Context: an optimization exercise on an open-source flow, tuned for small area. The choices shown serve that exercise and are no tape-out recipe.
In this exercise RTL edits were held to simulation tests only and were not proved equivalent to the original.
No driver is modelled on the clock port, so clock power and skew are understated where the tree is cut down; a real chip needs a root buffer or a tree.
Power is estimated from default activity; no workload was simulated.

Setup of build 17:
==> flow/design.v <==
`timescale 1ns / 1ps
module Receiver(
    input clk_i,
    input rst_i,
    input RXD_i,
    output [7:0] data,
    output state,
    input first
    );
    reg [7:0] data_buff;
    reg busy;
    reg [4:0] h;
    wire w;
    wire h16 = h[4] & ~h[1] & ~h[0];
    wire h30 = h[4] & h[1] & ~h[0];
    wire run = busy & ~h16 & ~h30;
    wire e = run & w | busy & h30;
    wire we = w & h[0] & ~h[4];
    wire hc0 = e;
    wire hc1 = hc0 & h[0];
    wire hc2 = hc1 & h[1];
    wire hc3 = hc2 & h[2];
    wire hc4 = hc3 & h[3];
    wire [4:0] hc = {hc4, hc3, hc2, hc1, hc0};
    HalfBit timer(.clk_i(clk_i), .run(run), .w(w));
    always @(posedge clk_i or posedge rst_i)
        if (rst_i) begin
            busy <= 1'b0;
        end else begin
            if (!busy)
                busy <= ~RXD_i;
            else if (h16 && RXD_i)
                busy <= 1'b0;
        end
    wire [7:0] din = {RXD_i ^ (data_buff[5] & ~data_buff[6]), RXD_i ^ data_buff[5], {6{RXD_i}}};
    integer i;
    always @(posedge clk_i) begin
        h <= busy ? h ^ hc : {4'b1111, ~first | h16};
        for (i = 0; i < 8; i = i + 1)
            if (we && h[3:1] == i)
                data_buff[i] <= din[i];
    end
    assign data = data_buff;
    assign state = ~busy & h16;
endmodule
module HalfBit(
    input clk_i,
    input run,
    output w
    );
    reg [12:0] t;
    assign w = t[1] & t[2] & t[3] & ~t[4] & t[5] & ~t[7] & ~t[8] & ~t[9] & t[10] & t[11] & t[12];
    wire g = run & ~w;
    always @(posedge clk_i)
        t <= g ? {~t[11:0], t[3] ^ t[12]} : 13'h1fff;
endmodule
`timescale 1ns / 1ps
module Transceiver(
    input clk_i,
    input rst_i,
    output reg TXD_o,
    input state,
    output first,
    input [7:0] data
    );
    reg busy;
    reg [4:0] h;
    reg c;
    wire w;
    wire h17 = h[4] & ~h[1] & h[0];
    wire fin = busy & h17 & ~c & ~state;
    wire h30 = h[4] & h[1] & ~h[0];
    wire run = busy & ~h30 & ~fin;
    assign first = c & ~busy;
    wire [2:0] j = h[3:1];
    wire ev = run & w & ~h[0] & ~h[4];
    wire x = j == 3'd5;
    wire d = data[j];
    wire hc0 = run & w | busy & h30;
    wire hc1 = hc0 & h[0];
    wire hc2 = hc1 & h[1];
    wire hc3 = hc2 & h[2];
    wire hc4 = hc3 & h[3];
    wire [4:0] hc = {hc4, hc3, hc2, hc1, hc0};
    HalfBit timer(.clk_i(clk_i), .run(run), .w(w));
    always @(posedge clk_i or posedge rst_i)
        if (rst_i)
            TXD_o <= 1'b1;
        else if (fin)
            TXD_o <= 1'b1;
        else if (busy & h[4] & h[1])
            TXD_o <= 1'b0;
        else if (ev)
            TXD_o <= d ^ x;
    always @(posedge clk_i)
        if (rst_i) begin
            busy <= 1'b0;
            c <= 1'b1;
        end else begin
            if (state)
                busy <= 1'b1;
            else if (fin)
                busy <= 1'b0;
            if (!busy)
                c <= c & ~state;
            else if (state & ~h17)
                c <= 1'b1;
            else if (h17 & ~state)
                c <= 1'b0;
        end
    always @(posedge clk_i)
        h <= busy ? h ^ hc : {4'b1111, ~c};
endmodule
`timescale 1ns / 1ps
module RS_232_top(
    input clk_i, 
    input rst_i, 
    input RXD_i, 
    output TXD_o
    );
    wire state;
    wire first;
    wire [7:0] data;
    Receiver odbiornik(.clk_i(clk_i), .rst_i(rst_i), .RXD_i(RXD_i), .data(data), .state(state), .first(first));
    Transceiver nadajnik(.clk_i(clk_i), .rst_i(rst_i), .TXD_o(TXD_o), .data(data), .state(state), .first(first));
endmodule
clock: 10.0 ns
lec_check: 0
cap_margin: 20
core_margin: 2
core_utilization: 40
place_density: 0.6
slew_margin: 20
standard.sh (not shown) runs the stock make flow with config.mk's settings and CLKGATE_MAP_FILE= SYNTH_SCRIPT=/design/flow/synth_recipe.tcl, a recipe that flattens the netlist after the stock synthesis.
==> flow/flow/run.sh <==
#!/bin/bash
# Own layout flow: the standard flow (standard.sh, all ORFS steps) with
#  - an area-oriented ABC script for the combinational logic (the registers
#    come out of synthesis exactly as in the standard synthesis),
#  - buf_1 cells as the port buffers,
set -euo pipefail
here=$(pwd)
rm -rf "$here/scripts"
cp -r "$FLOW_HOME/scripts" "$here/scripts"
cp "$here/flow/abc_area.script" "$here/scripts/abc_area.script"
bash "$here/standard.sh" SCRIPTS_DIR="$here/scripts" ABC_AREA=1 \
  BUFFER_PORTS_ARGS="-buffer_cell sky130_fd_sc_hd__buf_1" \
  CTS_ARGS="-sink_clustering_enable -repair_clock_nets -dont_use_dummy_load -buf_list sky130_fd_sc_hd__clkbuf_4" \
  POST_CTS_TCL="$here/flow/cts_fix.tcl" \
  finish > "$here/flow.log" 2>&1
==> flow/flow/abc_area.script <==
&get -n
&st
&dch -x
&nf -R 1000
&put
mfs3 -a
&get -n
&st
&dch -x
&nf -R 1000
&put
mfs3 -a
topo
==> flow/flow/cts_fix.tcl <==
set slew_limit 0.122
set sizes {sky130_fd_sc_hd__clkbuf_4 sky130_fd_sc_hd__buf_6 sky130_fd_sc_hd__clkbuf_8 sky130_fd_sc_hd__clkbuf_16}
set clk_net [get_nets [[[[ord::get_db_block] findBTerm clk_i] getNet] getName]]
set root_loads [get_pins -of_objects $clk_net -filter "direction==input"]
if { [llength $root_loads] == 1 } {
  set root [get_cells -of_objects [lindex $root_loads 0]]
  set root_out [get_pins -of_objects $root -filter "direction==output"]
  set leaf_loads [get_pins -of_objects [get_nets -of_objects $root_out] -filter "direction==input"]
  if { [llength $leaf_loads] <= 4 && [string match "*clkbuf*" [get_property $root ref_name]] } {
    puts "cts_fix: removing root clock buffer [get_full_name $root]"
    remove_buffers [list $root]
  }
}
proc worst_sink_slew { inst } {
  set out [get_pins -of_objects $inst -filter "direction==output"]
  set worst 0
  foreach p [get_pins -of_objects [get_nets -of_objects $out] -filter "direction==input"] {
    set s [get_property $p slew_max]
    if { $s > $worst } { set worst $s }
  }
  return $worst
}
set leaves [get_cells clkbuf_*]
foreach inst $leaves {
  replace_cell $inst [lindex $sizes 0]
}
estimate_parasitics -placement
# size up, one step at a time, the leaf with the worst slew over the limit
for { set pass 0 } { $pass < 16 } { incr pass } {
  set worst_inst ""
  set worst 0
  foreach inst $leaves {
    set s [worst_sink_slew $inst]
    if { $s > $slew_limit && $s > $worst } { set worst $s; set worst_inst $inst }
  }
  if { $worst_inst == "" } { break }
  set i [lsearch $sizes [get_property $worst_inst ref_name]]
  if { $i < 0 || $i + 1 >= [llength $sizes] } { break }
  set next [lindex $sizes [expr { $i + 1 }]]
  puts "cts_fix: [get_full_name $worst_inst] slew $worst -> $next"
  replace_cell $worst_inst $next
  estimate_parasitics -placement
}
foreach inst $leaves {
  puts "cts_fix: [get_full_name $inst] [get_property $inst ref_name] worst sink slew [worst_sink_slew $inst]"
}
detailed_placement
estimate_parasitics -placement
repair_timing -hold -hold_margin 0
detailed_placement
check_placement -verbose
Build 17: all stages complete, timing, DRC and antenna checks passed
What build 63 does differently from build 17 at the input level:
- a change of PLACE_DENSITY from 0.6 to 0.85
Delta(met3 capacity usage during global routing, build 63 - build 17) < 0. No stage failed in build 63, and the final checks on the layout all came back clean. Fmax, build 17 and build 63, higher one = build 63. Taking build 17 as the reference, in build 63 share of total power consumed by net switching down 0.57 points, via count of the first global-routing pass up 6, total power down about 0.8%. The combinational share of power was comparable across build 17 and build 63. Compared build 17 against build 63; design internal power within noise. Final critical-path required period was higher in build 17 than in build 63. From build 17 to build 63 the numbers moved as follows: pin count of the biggest net entering global routing increased 3; clock share of power essentially unchanged.
Input changes introduced in build 25 (baseline for comparison: build 63):
- PLACE_DENSITY: 0.85 -> 0.6
==> flow/flow/abc_area.script <==
&get -n
&st
&dch -x
&nf -R 1000
&put
topo
==> flow/flow/cts_fix.tcl <==
set slew_limit 0.115
set clk_net [get_nets [[[[ord::get_db_block] findBTerm clk_i] getNet] getName]]
set root_loads [get_pins -of_objects $clk_net -filter "direction==input"]
if { [llength $root_loads] == 1 } {
  set root [get_cells -of_objects [lindex $root_loads 0]]
  set root_out [get_pins -of_objects $root -filter "direction==output"]
  set leaf_loads [get_pins -of_objects [get_nets -of_objects $root_out] -filter "direction==input"]
  if { [llength $leaf_loads] <= 4 && [string match "*clkbuf*" [get_property $root ref_name]] } {
    puts "cts_fix: removing root clock buffer [get_full_name $root]"
    remove_buffers [list $root]
  }
}
proc worst_sink_slew { inst } {
  set out [get_pins -of_objects $inst -filter "direction==output"]
  set worst 0
  foreach p [get_pins -of_objects [get_nets -of_objects $out] -filter "direction==input"] {
    set s [get_property $p slew_max]
    if { $s > $worst } { set worst $s }
  }
  return $worst
}
foreach inst [get_cells clkbuf_*] {
  foreach size {4 8 16} {
    replace_cell $inst sky130_fd_sc_hd__clkbuf_$size
    estimate_parasitics -placement
    set s [worst_sink_slew $inst]
    puts "cts_fix: [get_full_name $inst] clkbuf_$size worst sink slew $s"
    if { $s <= $slew_limit } { break }
  }
}
detailed_placement
estimate_parasitics -placement
repair_timing -hold -hold_margin 0
detailed_placement
check_placement -verbose
Notes after the runs:
- Worst slew margin relative to its limit: build 25 lower than build 63
- Build 25 — final setup slack of the worst path 0.053 ns lower, build 63 as reference
- Cmp build 25 and build 63 / number of cells produced by synthesis / lower: build 25
- Comparing build 63 with build 25, the insertion delay to the later sink of the worst-skew pair came out essentially unchanged.
- Summary: area after synthesis, build 25 worse than build 63
- Combinational power share: higher on build 63
> inputs changed (build 25 -> build 50)
-- flow/flow/abc_area.script --
<<< build 25, line 6
>>> build 50, line 6
mfs3 -a
&get -n
&st
&dch -x
&nf -R 1000
&put
mfs3 -a
[summary]
Build 25 → build 50: multiplexer area fraction after synthesis shows a reduction of 0.57 points; sequential share of layout area shows a reduction of 0.32 points; peak supply drop shows a reduction of about 5%.
Build 50 ended up with nadajnik.TXD_o as its launch point of the worst path; build 25 ended up with nadajnik.busy.

[port drivers added, routing unchanged]
No port has a modelled driver above. Below, the same layouts with a new extraction and two added sets of constraints. Step 1 sets driving cells, clkbuf_16 on the clock port and buf_2 on the other inputs (assumed; they add their load-dependent delay and slew). Step 2 also shifts input and output timing later by t, the mid clock arrival at the registers, as if the neighbouring blocks saw the same clock. Three values: no drivers, after step 1, after step 2; two values: the first two.
run	t, ns	setup WS [ns]	worst setup path at the end
build 17	0.184	7.140 / 7.097 / 7.094	input to register
build 63	0.191	7.192 / 7.149 / 7.061	input to register
build 25	0.199	7.139 / 7.128 / 7.040	input to register
build 50	0.183	7.189 / 7.141 / 7.062	input to register
After both steps setup and hold are still met in every run listed. The setup slack of build 63, which loses most, moves by -0.043 ns with the drivers and by -0.131 ns with both steps.
